This is an optimization exercise on Yosys and OpenROAD, whose aim is a short achievable clock period and few clock cycles, not a production implementation. At most, simulation tests tie the RTL to the original design; equivalence was not proved. No activity file was given, so power comes from the tool's default toggle rates.

==> inputs of tundra <==
// mips_cpu
module mips_cpu(
	input clk,
	input rst,
	output [31:0] imem_addr,
	input  [31:0] imem_data,
	output [17:0] sram_addr,
	output [15:0] sram_dq_out,
	input  [15:0] sram_dq_in,
	output sram_we_n
);
clock: 15.0 ns
lec_check: 0
abc_clock_period_in_ps: 4000
cap_margin: 20
core_margin: 2
core_utilization: 40
place_density: 0.6
slew_margin: 20
standard.sh (not shown) runs the stock make flow with config.mk's settings and CLKGATE_MAP_FILE= SYNTH_SCRIPT=/design/flow/synth_recipe.tcl, a recipe that flattens the netlist after the stock synthesis.
==> flow/flow/run.sh <==
#!/bin/bash
# Standard ORFS layout; timing repair aims at a margin below the clock period so that the
# achieved period (clock period less setup slack) is as short as the logic allows.
set -euo pipefail
bash standard.sh SETUP_SLACK_MARGIN=10.5 finish > orfs_finish.log 2>&1
==> quartz: changes against tundra <==
--- a/flow/design.v
+++ b/flow/design.v
@@ -26,14 +26,12 @@
 endmodule
 module Registers_file (
 		input clk,
 		input rst,
 		input [4:0] src1,
 		input [4:0] src2,
-		input [31:0] src1_oh,
-		input [31:0] src2_oh,
 		input [4:0] dest,
 		input [31:0] Write_Val,
 		input Write_EN,           
 		output [31:0] reg1,
 		output [31:0] reg2
 );
@@ -43,22 +41,14 @@
 		if (rst) begin
 			for (i = 1; i < 32; i = i + 1)
 				regs[i] <= i;
 		end else if (Write_EN)
 			regs[dest] <= Write_Val;
 	end
-	reg [31:0] r1, r2;
-	integer k;
-	always @(*) begin
-		r1 = 32'd0;
-		r2 = 32'd0;
-		for (k = 1; k < 32; k = k + 1) begin
-			r1 = r1 | ({32{src1_oh[k]}} & regs[k]);
-			r2 = r2 | ({32{src2_oh[k]}} & regs[k]);
-		end
-	end
+	wire [31:0] r1 = (src1 == 5'd0) ? 32'd0 : regs[src1];
+	wire [31:0] r2 = (src2 == 5'd0) ? 32'd0 : regs[src2];
 	assign reg1 = (Write_EN && dest == src1) ? Write_Val : r1;
 	assign reg2 = (Write_EN && dest == src2) ? Write_Val : r2;
 endmodule
 module mips_cpu(
 	input clk,
 	input rst,
@@ -79,13 +69,12 @@
 		OP_BNE = 6'b101001, OP_JMP = 6'b101010;
 	reg  [31:0] pc;
 	reg  [31:0] d_ins;           
 	reg  [31:0] d_pc4;
 	reg  [29:0] d_pc;            
 	reg         d_btb;           
-	reg  [31:0] d_rs_oh, d_rt_oh;    
 	reg         bt_v  [0:BN-1];
 	reg  [29:0] bt_pc [0:BN-1];
 	reg  [29:0] bt_tg [0:BN-1];
 	reg  [2:0]  bt_ptr;
 	reg         e_wen, e_load, e_store, e_bez, e_bne, e_jmp, e_brnz, e_pred;
 	reg  [4:0]  e_dst;
@@ -130,14 +119,13 @@
 	wire use_rs  = i_rtype | i_itype | i_st | i_bez | i_bne;
 	wire use_rt  = i_rtype | i_st | i_bne;
 	wire [4:0] dst = i_rtype ? rd : rt;
 	wire wen = (i_rtype | i_itype) && dst != 5'd0;
 	wire pred = (i_jmp | i_bne | (i_bez & d_ins[15])) & imm_nz;
 	wire [31:0] rf_a, rf_b;
-	Registers_file rf(.clk(clk), .rst(rst), .src1(rs), .src2(rt),
-		.src1_oh(d_rs_oh), .src2_oh(d_rt_oh), .dest(w_dst),
+	Registers_file rf(.clk(clk), .rst(rst), .src1(rs), .src2(rt), .dest(w_dst),
 		.Write_Val(w_val), .Write_EN(w_wen), .reg1(rf_a), .reg2(rf_b));
 	wire rs_e  = e_wen  && e_dst  == rs;
 	wire rs_m1 = m1_wen && m1_dst == rs;
 	wire rs_m2 = m2_wen && m2_dst == rs;
 	wire rt_e  = e_wen  && e_dst  == rt;
 	wire rt_m1 = m1_wen && m1_dst == rt;
@@ -261,14 +249,12 @@
 	end
 	always @(posedge clk or posedge rst) begin
 		if (rst) begin
 			pc <= 32'd0;
 			d_ins <= 32'd0;
 			d_btb <= 1'b0;
-			d_rs_oh <= 32'd1;
-			d_rt_oh <= 32'd1;
 			{e_wen, e_load, e_store, e_bez, e_bne, e_jmp, e_brnz, e_pred} <= 8'd0;
 			{m1_wen, m1_load} <= 2'b0;
 			{m2_wen, m2_load, m2_usedq} <= 3'b0;
 			w_wen <= 1'b0;
 		end else begin
 			if (mispredict)
@@ -277,19 +263,15 @@
 				pc <= id_target;
 			else if (!id_stall)
 				pc <= bt_hit ? {bt_nxt, 2'b00} : pc + 32'd4;
 			if (mispredict || id_redirect) begin
 				d_ins <= 32'd0;
 				d_btb <= 1'b0;
-				d_rs_oh <= 32'd1;
-				d_rt_oh <= 32'd1;
 			end else if (!id_stall) begin
 				d_ins <= imem_data;
 				d_btb <= bt_hit;
-				d_rs_oh <= 32'd1 << imem_data[25:21];
-				d_rt_oh <= 32'd1 << imem_data[20:16];
 			end
 			if (mispredict || id_stall)
 				{e_wen, e_load, e_store, e_bez, e_bne, e_jmp, e_brnz, e_pred} <= 8'd0;
 			else begin
 				e_wen <= wen;
 				e_load <= i_ld;
==> harbor: changes against tundra <==
--- a/flow/design.v
+++ b/flow/design.v
@@ -68,32 +68,31 @@
 	output [15:0] sram_dq_out,
 	input  [15:0] sram_dq_in,
 	output sram_we_n
 );
 	localparam QD = 4;           
 	localparam QB = 3;           
-	localparam BN = 8;           
 	localparam [5:0] OP_ADD = 6'b000001, OP_SUB = 6'b000011, OP_AND = 6'b000101,
 		OP_OR = 6'b000110, OP_NOR = 6'b000111, OP_XOR = 6'b001000, OP_SLA = 6'b001001,
 		OP_SLL = 6'b001010, OP_SRA = 6'b001011, OP_SRL = 6'b001100, OP_ADDI = 6'b100000,
 		OP_SUBI = 6'b100001, OP_LD = 6'b100100, OP_ST = 6'b100101, OP_BEZ = 6'b101000,
 		OP_BNE = 6'b101001, OP_JMP = 6'b101010;
-	reg  [31:0] pc;
-	reg  [31:0] d_ins;           
+	reg  [31:0] pc;              
+	reg  [31:0] pcn;             
+	reg  [5:0]  d_op;            
+	reg  [25:0] d_fld;           
+	wire [31:0] d_ins = {d_op, d_fld};
 	reg  [31:0] d_pc4;
-	reg  [29:0] d_pc;            
-	reg         d_btb;           
+	reg  [31:0] d_pc8;           
+	reg         d_pred;          
 	reg  [31:0] d_rs_oh, d_rt_oh;    
-	reg         bt_v  [0:BN-1];
-	reg  [29:0] bt_pc [0:BN-1];
-	reg  [29:0] bt_tg [0:BN-1];
-	reg  [2:0]  bt_ptr;
 	reg         e_wen, e_load, e_store, e_bez, e_bne, e_jmp, e_brnz, e_pred;
 	reg  [4:0]  e_dst;
 	reg         e_sub, e_add, e_and, e_or, e_nor, e_xor, e_sll, e_srl, e_sra;
-	reg  [31:0] e_a, e_b, e_rt, e_pc4, e_tgt;
+	reg  [31:0] e_a, e_b, e_rt;
+	reg  [31:0] e_alt, e_alt4;
 	reg  [3:0]  e_fa, e_fb, e_ft;    
 	reg         m1_wen, m1_load;
 	reg  [4:0]  m1_dst;
 	reg  [31:0] m1_res;
 	reg         m2_wen, m2_load, m2_usedq;
 	reg  [4:0]  m2_dst;
@@ -104,17 +103,17 @@
 	reg  [7:0]  q_w [0:QD-1];
 	reg  [31:0] q_d [0:QD-1];
 	reg  [QB-1:0] q_cnt;
 	reg         q_ph;            
 	reg  [8:0]  s_addr;
 	reg  [15:0] s_dq;
-	reg         s_we_n;
+	reg         s_we;            
 	assign imem_addr   = pc;
 	assign sram_addr   = {9'd0, s_addr};
 	assign sram_dq_out = s_dq;
-	assign sram_we_n   = s_we_n;
+	assign sram_we_n   = ~s_we;
 	wire [5:0]  op  = d_ins[31:26];
 	wire [4:0]  rs  = d_ins[25:21];
 	wire [4:0]  rt  = d_ins[20:16];
 	wire [4:0]  rd  = d_ins[15:11];
 	wire [31:0] imm = {{16{d_ins[15]}}, d_ins[15:0]};
 	wire        imm_nz = |d_ins[15:0];
@@ -128,13 +127,12 @@
 	wire i_rtype = i_add | i_sub | i_and | i_or | i_nor | i_xor | i_sll | i_sra | i_srl;
 	wire i_itype = i_addi | i_subi | i_ld;
 	wire use_rs  = i_rtype | i_itype | i_st | i_bez | i_bne;
 	wire use_rt  = i_rtype | i_st | i_bne;
 	wire [4:0] dst = i_rtype ? rd : rt;
 	wire wen = (i_rtype | i_itype) && dst != 5'd0;
-	wire pred = (i_jmp | i_bne | (i_bez & d_ins[15])) & imm_nz;
 	wire [31:0] rf_a, rf_b;
 	Registers_file rf(.clk(clk), .rst(rst), .src1(rs), .src2(rt),
 		.src1_oh(d_rs_oh), .src2_oh(d_rt_oh), .dest(w_dst),
 		.Write_Val(w_val), .Write_EN(w_wen), .reg1(rf_a), .reg2(rf_b));
 	wire rs_e  = e_wen  && e_dst  == rs;
 	wire rs_m1 = m1_wen && m1_dst == rs;
@@ -146,22 +144,22 @@
 	wire [3:0] ft = rt_e ? 4'b0001 : rt_m1 ? 4'b0010 : rt_m2 ? 4'b0100 : 4'b1000;
 	wire ld_haz = (use_rs && ((rs_e && e_load) || (rs_m1 && m1_load))) ||
 	              (use_rt && ((rt_e && e_load) || (rt_m1 && m1_load)));
 	wire ld_ld  = i_ld && e_load;
 	wire q_full = ({1'b0, q_cnt} + {{QB{1'b0}}, e_store}) >= QD;
 	wire id_stall = ld_haz || ld_ld || (i_st && q_full);
-	wire [31:0] d_tgt = d_pc4 + {imm[29:0], 2'b00};
 	wire [31:0] fwd_a = ({32{e_fa[0]}} & m1_res) | ({32{e_fa[1]}} & m2_res) |
 	                    ({32{e_fa[2]}} & w_val)  | ({32{e_fa[3]}} & e_a);
 	wire [31:0] fwd_b = ({32{e_fb[0]}} & m1_res) | ({32{e_fb[1]}} & m2_res) |
 	                    ({32{e_fb[2]}} & w_val)  | ({32{e_fb[3]}} & e_b);
 	wire [31:0] fwd_t = ({32{e_ft[0]}} & m1_res) | ({32{e_ft[1]}} & m2_res) |
 	                    ({32{e_ft[2]}} & w_val)  | ({32{e_ft[3]}} & e_rt);
 	wire [31:0] sum;
 	ALU adder(.a(fwd_a), .b(e_sub ? ~fwd_b : fwd_b), .cin(e_sub), .s(sum));
-	wire        big = |fwd_b[31:5];
+	wire        big = (e_fb[0] & (|m1_res[31:5])) | (e_fb[1] & (|m2_res[31:5])) |
+	                  (e_fb[2] & (|w_val[31:5]))  | (e_fb[3] & (|e_b[31:5]));
 	wire [4:0]  sh  = fwd_b[4:0];
 	wire [31:0] r_sll = big ? 32'd0 : (fwd_a << sh);
 	wire [31:0] r_srl = big ? 32'd0 : (fwd_a >> sh);
 	wire signed [31:0] sra_v = $signed(fwd_a) >>> sh;
 	wire [31:0] r_sra = big ? {32{fwd_a[31]}} : sra_v;
 	wire [31:0] alu = ({32{e_add}} & sum) |
@@ -171,44 +169,34 @@
 	                  ({32{e_xor}} & (fwd_a ^ fwd_b)) |
 	                  ({32{e_sll}} & r_sll) |
 	                  ({32{e_srl}} & r_srl) |
 	                  ({32{e_sra}} & r_sra);
 	wire taken = e_jmp | (e_bez & (fwd_a == 32'd0)) | (e_bne & (fwd_a != fwd_t));
 	wire mispredict = e_brnz & (taken != e_pred);
-	wire [31:0] redirect = taken ? e_tgt : e_pc4;
-	wire id_redirect = (pred != d_btb) & ~id_stall;
-	wire [31:0] id_target = pred ? d_tgt : d_pc4;
-	wire bt_install = pred & ~d_btb & ~id_stall;
-	reg        bt_hit;
-	reg [29:0] bt_nxt;
-	integer b;
-	always @(*) begin
-		bt_hit = 1'b0;
-		bt_nxt = 30'd0;
-		for (b = 0; b < BN; b = b + 1)
-			if (bt_v[b] && bt_pc[b] == pc[31:2]) begin
-				bt_hit = 1'b1;
-				bt_nxt = bt_tg[b];
-			end
-	end
-	integer bi;
-	always @(posedge clk or posedge rst) begin
-		if (rst) begin
-			for (bi = 0; bi < BN; bi = bi + 1)
-				bt_v[bi] <= 1'b0;
-			bt_ptr <= 3'd0;
-		end else if (bt_install) begin
-			bt_v[bt_ptr] <= 1'b1;
-			bt_ptr <= bt_ptr + 3'd1;
-		end
-	end
-	always @(posedge clk)
-		if (bt_install) begin
-			bt_pc[bt_ptr] <= d_pc;
-			bt_tg[bt_ptr] <= d_tgt[31:2];
-		end
+	wire [5:0]  f_op    = imem_data[31:26];
+	wire        f_short = (imem_data[15:8] == 8'h00) || (imem_data[15:8] == 8'hFF);
+	wire        f_br    = f_op == OP_JMP || f_op == OP_BNE || (f_op == OP_BEZ && imem_data[15]);
+	wire [10:0] f_off   = {imem_data[8:0], 2'b00};    
+	wire [31:0] f_pc8   = pcn + 32'd4;
+	wire [31:0] f_tgt, f_tgt4;
+	wire [11:0] f_lo    = {1'b0, pcn[10:0]}   + {1'b0, f_off};
+	wire [11:0] f_lo4   = {1'b0, f_pc8[10:0]} + {1'b0, f_off};
+	wire        f_pred  = f_br && f_short;
+	assign f_tgt  = {pcn[31:11], f_lo[10:0]};
+	assign f_tgt4 = {pcn[31:11], f_lo4[10:0]};
+	wire [31:0] imm4 = {imm[29:0], 2'b00};
+	wire [31:0] d_tgt, d_tgt4;
+	ALU tgt_adder(.a(d_pc4), .b(imm4), .cin(1'b0), .s(d_tgt));
+	ALU tgt4_adder(.a(d_pc8), .b(imm4), .cin(1'b0), .s(d_tgt4));
+	wire pred = (i_jmp | i_bne | (i_bez & d_ins[15])) & imm_nz;
+	wire [10:0] d_off  = {d_ins[8:0], 2'b00};
+	wire [11:0] d_lo   = {1'b0, d_pc4[10:0]} + {1'b0, d_off};
+	wire [11:0] d_lo4  = {1'b0, d_pc8[10:0]} + {1'b0, d_off};
+	wire        d_same = (d_lo[11] == d_off[10]) && (d_lo4[11] == d_off[10]) &&
+	                     (d_pc8[31:11] == d_pc4[31:11]);
+	wire id_redirect = pred & ~(d_pred & d_same) & ~id_stall;
 	reg        qhit;
 	reg [31:0] qdat;
 	integer k;
 	always @(*) begin
 		qhit = 1'b0;
 		qdat = 32'd0;
@@ -219,32 +207,28 @@
 			end
 	end
 	wire q_push = e_store;
 	wire q_wr   = !m1_load && !e_load && q_cnt != 0;
 	wire q_pop  = q_wr && q_ph;
 	integer j;
+	always @(posedge clk) begin
+		if (m1_load)
+			s_addr <= {m1_res[9:2], 1'b0};
+		else if (e_load)
+			s_addr <= {sum[9:2], 1'b1};
+		else
+			s_addr <= {q_w[0], q_ph};
+		s_dq <= q_ph ? q_d[0][31:16] : q_d[0][15:0];
+	end
 	always @(posedge clk or posedge rst) begin
 		if (rst) begin
-			s_addr <= 9'd0;
-			s_dq   <= 16'd0;
-			s_we_n <= 1'b1;
+			s_we <= 1'b0;
 			q_cnt  <= {QB{1'b0}};
 			q_ph   <= 1'b0;
 		end else begin
-			if (m1_load) begin
-				s_addr <= {m1_res[9:2], 1'b0};
-				s_we_n <= 1'b1;
-			end else if (e_load) begin
-				s_addr <= {sum[9:2], 1'b1};
-				s_we_n <= 1'b1;
-			end else if (q_cnt != 0) begin
-				s_addr <= {q_w[0], q_ph};
-				s_dq   <= q_ph ? q_d[0][31:16] : q_d[0][15:0];
-				s_we_n <= 1'b0;
-			end else
-				s_we_n <= 1'b1;
+			s_we <= q_wr;
 			if (q_wr) q_ph <= ~q_ph;
 			q_cnt <= q_cnt + {{QB-1{1'b0}}, q_push} - {{QB-1{1'b0}}, q_pop};
 		end
 	end
 	always @(posedge clk) begin
 		for (j = 0; j < QD; j = j + 1) begin
@@ -259,37 +243,36 @@
 			end
 		end
 	end
 	always @(posedge clk or posedge rst) begin
 		if (rst) begin
 			pc <= 32'd0;
-			d_ins <= 32'd0;
-			d_btb <= 1'b0;
-			d_rs_oh <= 32'd1;
-			d_rt_oh <= 32'd1;
+			pcn <= 32'd4;
+			d_op <= 6'd0;
+			d_pred <= 1'b0;
 			{e_wen, e_load, e_store, e_bez, e_bne, e_jmp, e_brnz, e_pred} <= 8'd0;
 			{m1_wen, m1_load} <= 2'b0;
 			{m2_wen, m2_load, m2_usedq} <= 3'b0;
 			w_wen <= 1'b0;
 		end else begin
-			if (mispredict)
-				pc <= redirect;
-			else if (id_redirect)
-				pc <= id_target;
-			else if (!id_stall)
-				pc <= bt_hit ? {bt_nxt, 2'b00} : pc + 32'd4;
+			if (mispredict) begin
+				pc  <= e_alt;
+				pcn <= e_alt4;
+			end else if (id_redirect) begin
+				pc  <= d_tgt;
+				pcn <= d_tgt4;
+			end else if (!id_stall) begin
+				pc  <= {pcn[31:11],   f_pred ? f_tgt[10:0]  : pcn[10:0]};
+				pcn <= {f_pc8[31:11], f_pred ? f_tgt4[10:0] : f_pc8[10:0]};
+			end
 			if (mispredict || id_redirect) begin
-				d_ins <= 32'd0;
-				d_btb <= 1'b0;
-				d_rs_oh <= 32'd1;
-				d_rt_oh <= 32'd1;
+				d_op <= 6'd0;
+				d_pred <= 1'b0;
 			end else if (!id_stall) begin
-				d_ins <= imem_data;
-				d_btb <= bt_hit;
-				d_rs_oh <= 32'd1 << imem_data[25:21];
-				d_rt_oh <= 32'd1 << imem_data[20:16];
+				d_op <= imem_data[31:26];
+				d_pred <= f_pred;
 			end
 			if (mispredict || id_stall)
 				{e_wen, e_load, e_store, e_bez, e_bne, e_jmp, e_brnz, e_pred} <= 8'd0;
 			else begin
 				e_wen <= wen;
 				e_load <= i_ld;
@@ -306,15 +289,18 @@
 			m2_load <= m1_load;
 			m2_usedq <= m1_load & ~qhit;
 			w_wen <= m2_wen;
 		end
 	end
 	always @(posedge clk) begin
-		if (!mispredict && !id_redirect && !id_stall) begin
-			d_pc4 <= pc + 32'd4;
-			d_pc  <= pc[31:2];
+		if (!id_stall) begin
+			d_fld <= imem_data[25:0];
+			d_rs_oh <= 32'd1 << imem_data[25:21];
+			d_rt_oh <= 32'd1 << imem_data[20:16];
+			d_pc4 <= pcn;
+			d_pc8 <= f_pc8;
 		end
 		e_dst <= dst;
 		e_sub <= i_sub | i_subi;
 		e_add <= i_add | i_sub | i_addi | i_subi | i_ld | i_st;
 		e_and <= i_and;
 		e_or  <= i_or;
@@ -326,14 +312,14 @@
 		e_a   <= rf_a;
 		e_b   <= (i_itype | i_st) ? imm : rf_b;
 		e_rt  <= rf_b;
 		e_fa  <= fa;
 		e_fb  <= (i_itype | i_st) ? 4'b1000 : ft;
 		e_ft  <= ft;
-		e_pc4 <= d_pc4;
-		e_tgt <= d_tgt;
+		e_alt  <= pred ? d_pc4 : d_tgt;
+		e_alt4 <= pred ? d_pc8 : d_tgt4;
 		m1_dst <= e_dst;
 		m1_res <= alu;
 		m2_dst <= m1_dst;
 		m2_res <= m1_load ? (qhit ? qdat : {sram_dq_in, 16'd0}) : m1_res;
 		w_dst <= m2_dst;
 		w_val <= {m2_res[31:16], m2_usedq ? sram_dq_in : m2_res[15:0]};
==> flow/flow/run.sh (replaced) <==
#!/bin/bash
# Standard ORFS layout, with three changes to how it is made:
# - timing repair aims at a margin below the clock period, so that the achieved period
#   (clock period less setup slack) is as short as the logic allows;
# - repair may resize a cell to any drive strength, not only to one of the same footprint;
# - every input and output port still gets its buffer, but a buf_8 rather than the
#   slow delay cell buffer_ports picks by default.
# The make output goes to orfs_finish.log; ORFS keeps each step's log under orfs/logs/.
set -euo pipefail
bash standard.sh SETUP_SLACK_MARGIN=10.8 MATCH_CELL_FOOTPRINT=0 "BUFFER_PORTS_ARGS=-buffer_cell sky130_fd_sc_hd__buf_8" finish > orfs_finish.log 2>&1
==> comparison table <==
Status: harbor timing/DRC/antenna clean; quartz timing/DRC/antenna clean; tundra timing/DRC/antenna clean
Crit. path cell count: harbor 13; quartz 12; tundra 2
Routed length per placed instance: harbor 36.01 um; quartz 36.99 um; tundra 36.45 um
Area share of the leading cell type in the synthesized netlist: harbor 27.95%; quartz 24.52%; tundra 25.84%
M2 GR Usage: harbor 46.72%; quartz 49.71%; tundra 47.60%
Finished Layout Cells: harbor 11340; quartz 12820; tundra 12690
Multiplexer share of the synthesized area: harbor 16.17%; quartz 14.07%; tundra 13.54%
Met3 wire length: harbor 62.01 mm; quartz 63.33 mm; tundra 60.99 mm
Post-Syn Instances: harbor 8252; quartz 9190; tundra 9067
Worst clock skew: harbor 0.06604 ns; quartz 0.1126 ns; tundra 0.1386 ns
Die extent in x: harbor 477.1 um; quartz 516.6 um; tundra 518.1 um
Relative slew slack: harbor 15.84%; quartz 13.01%; tundra 11.66%
Pwr Total: harbor 14.16 mW; quartz 17.65 mW; tundra 17.02 mW
Die Span Y: harbor 477.1 um; quartz 516.6 um; tundra 518.1 um
Non-clock buffer share: harbor 4.769%; quartz 3.970%; tundra 3.610%
Testbench counts of tundra, summed over its fixed seeds: cycles 26,673.
Testbench counts of harbor, summed over its fixed seeds: cycles 26,150.
No functional check of the RTL was part of quartz.

==> static timing again, ports no longer ideal <==
The flow's constraints put no driver on any port. The routed layouts listed below were extracted and timed again, unchanged, in two steps.
Step 1, drivers: a clkbuf_16 drives clk and a buf_2 each remaining input, both assumed.
Step 2 times the ports against the registers' clock, not the clock port: input delays grow and output delays shrink by t, the midpoint of the rising clock arrivals with the driver on.
Slacks: ideal / step 1 / step 2; pairs: ideal / step 1.
| run | t (ns) | slack for setup (ns) | hold slack, ns | latest minus earliest clock arrival (ns) |
|---|---|---|---|---|
| tundra | 0.957 | 10.408 / 10.318 / 9.672 | 0.370 / 0.370 / 0.370 | 0.142 / 0.142 |
| quartz | 0.956 | 10.281 / 10.281 / 9.705 | 0.337 / 0.337 / 0.337 | 0.137 / 0.137 |
| harbor | 0.940 | 10.488 / 10.406 / 9.604 | 0.376 / 0.376 / 0.376 | 0.079 / 0.079 |
After both steps setup and hold are still met in every run listed. For harbor, which loses most, drivers alone change the setup slack by -0.082 ns; drivers and shift together by -0.884 ns. The worst setup slack also covers recovery checks on asynchronous resets.
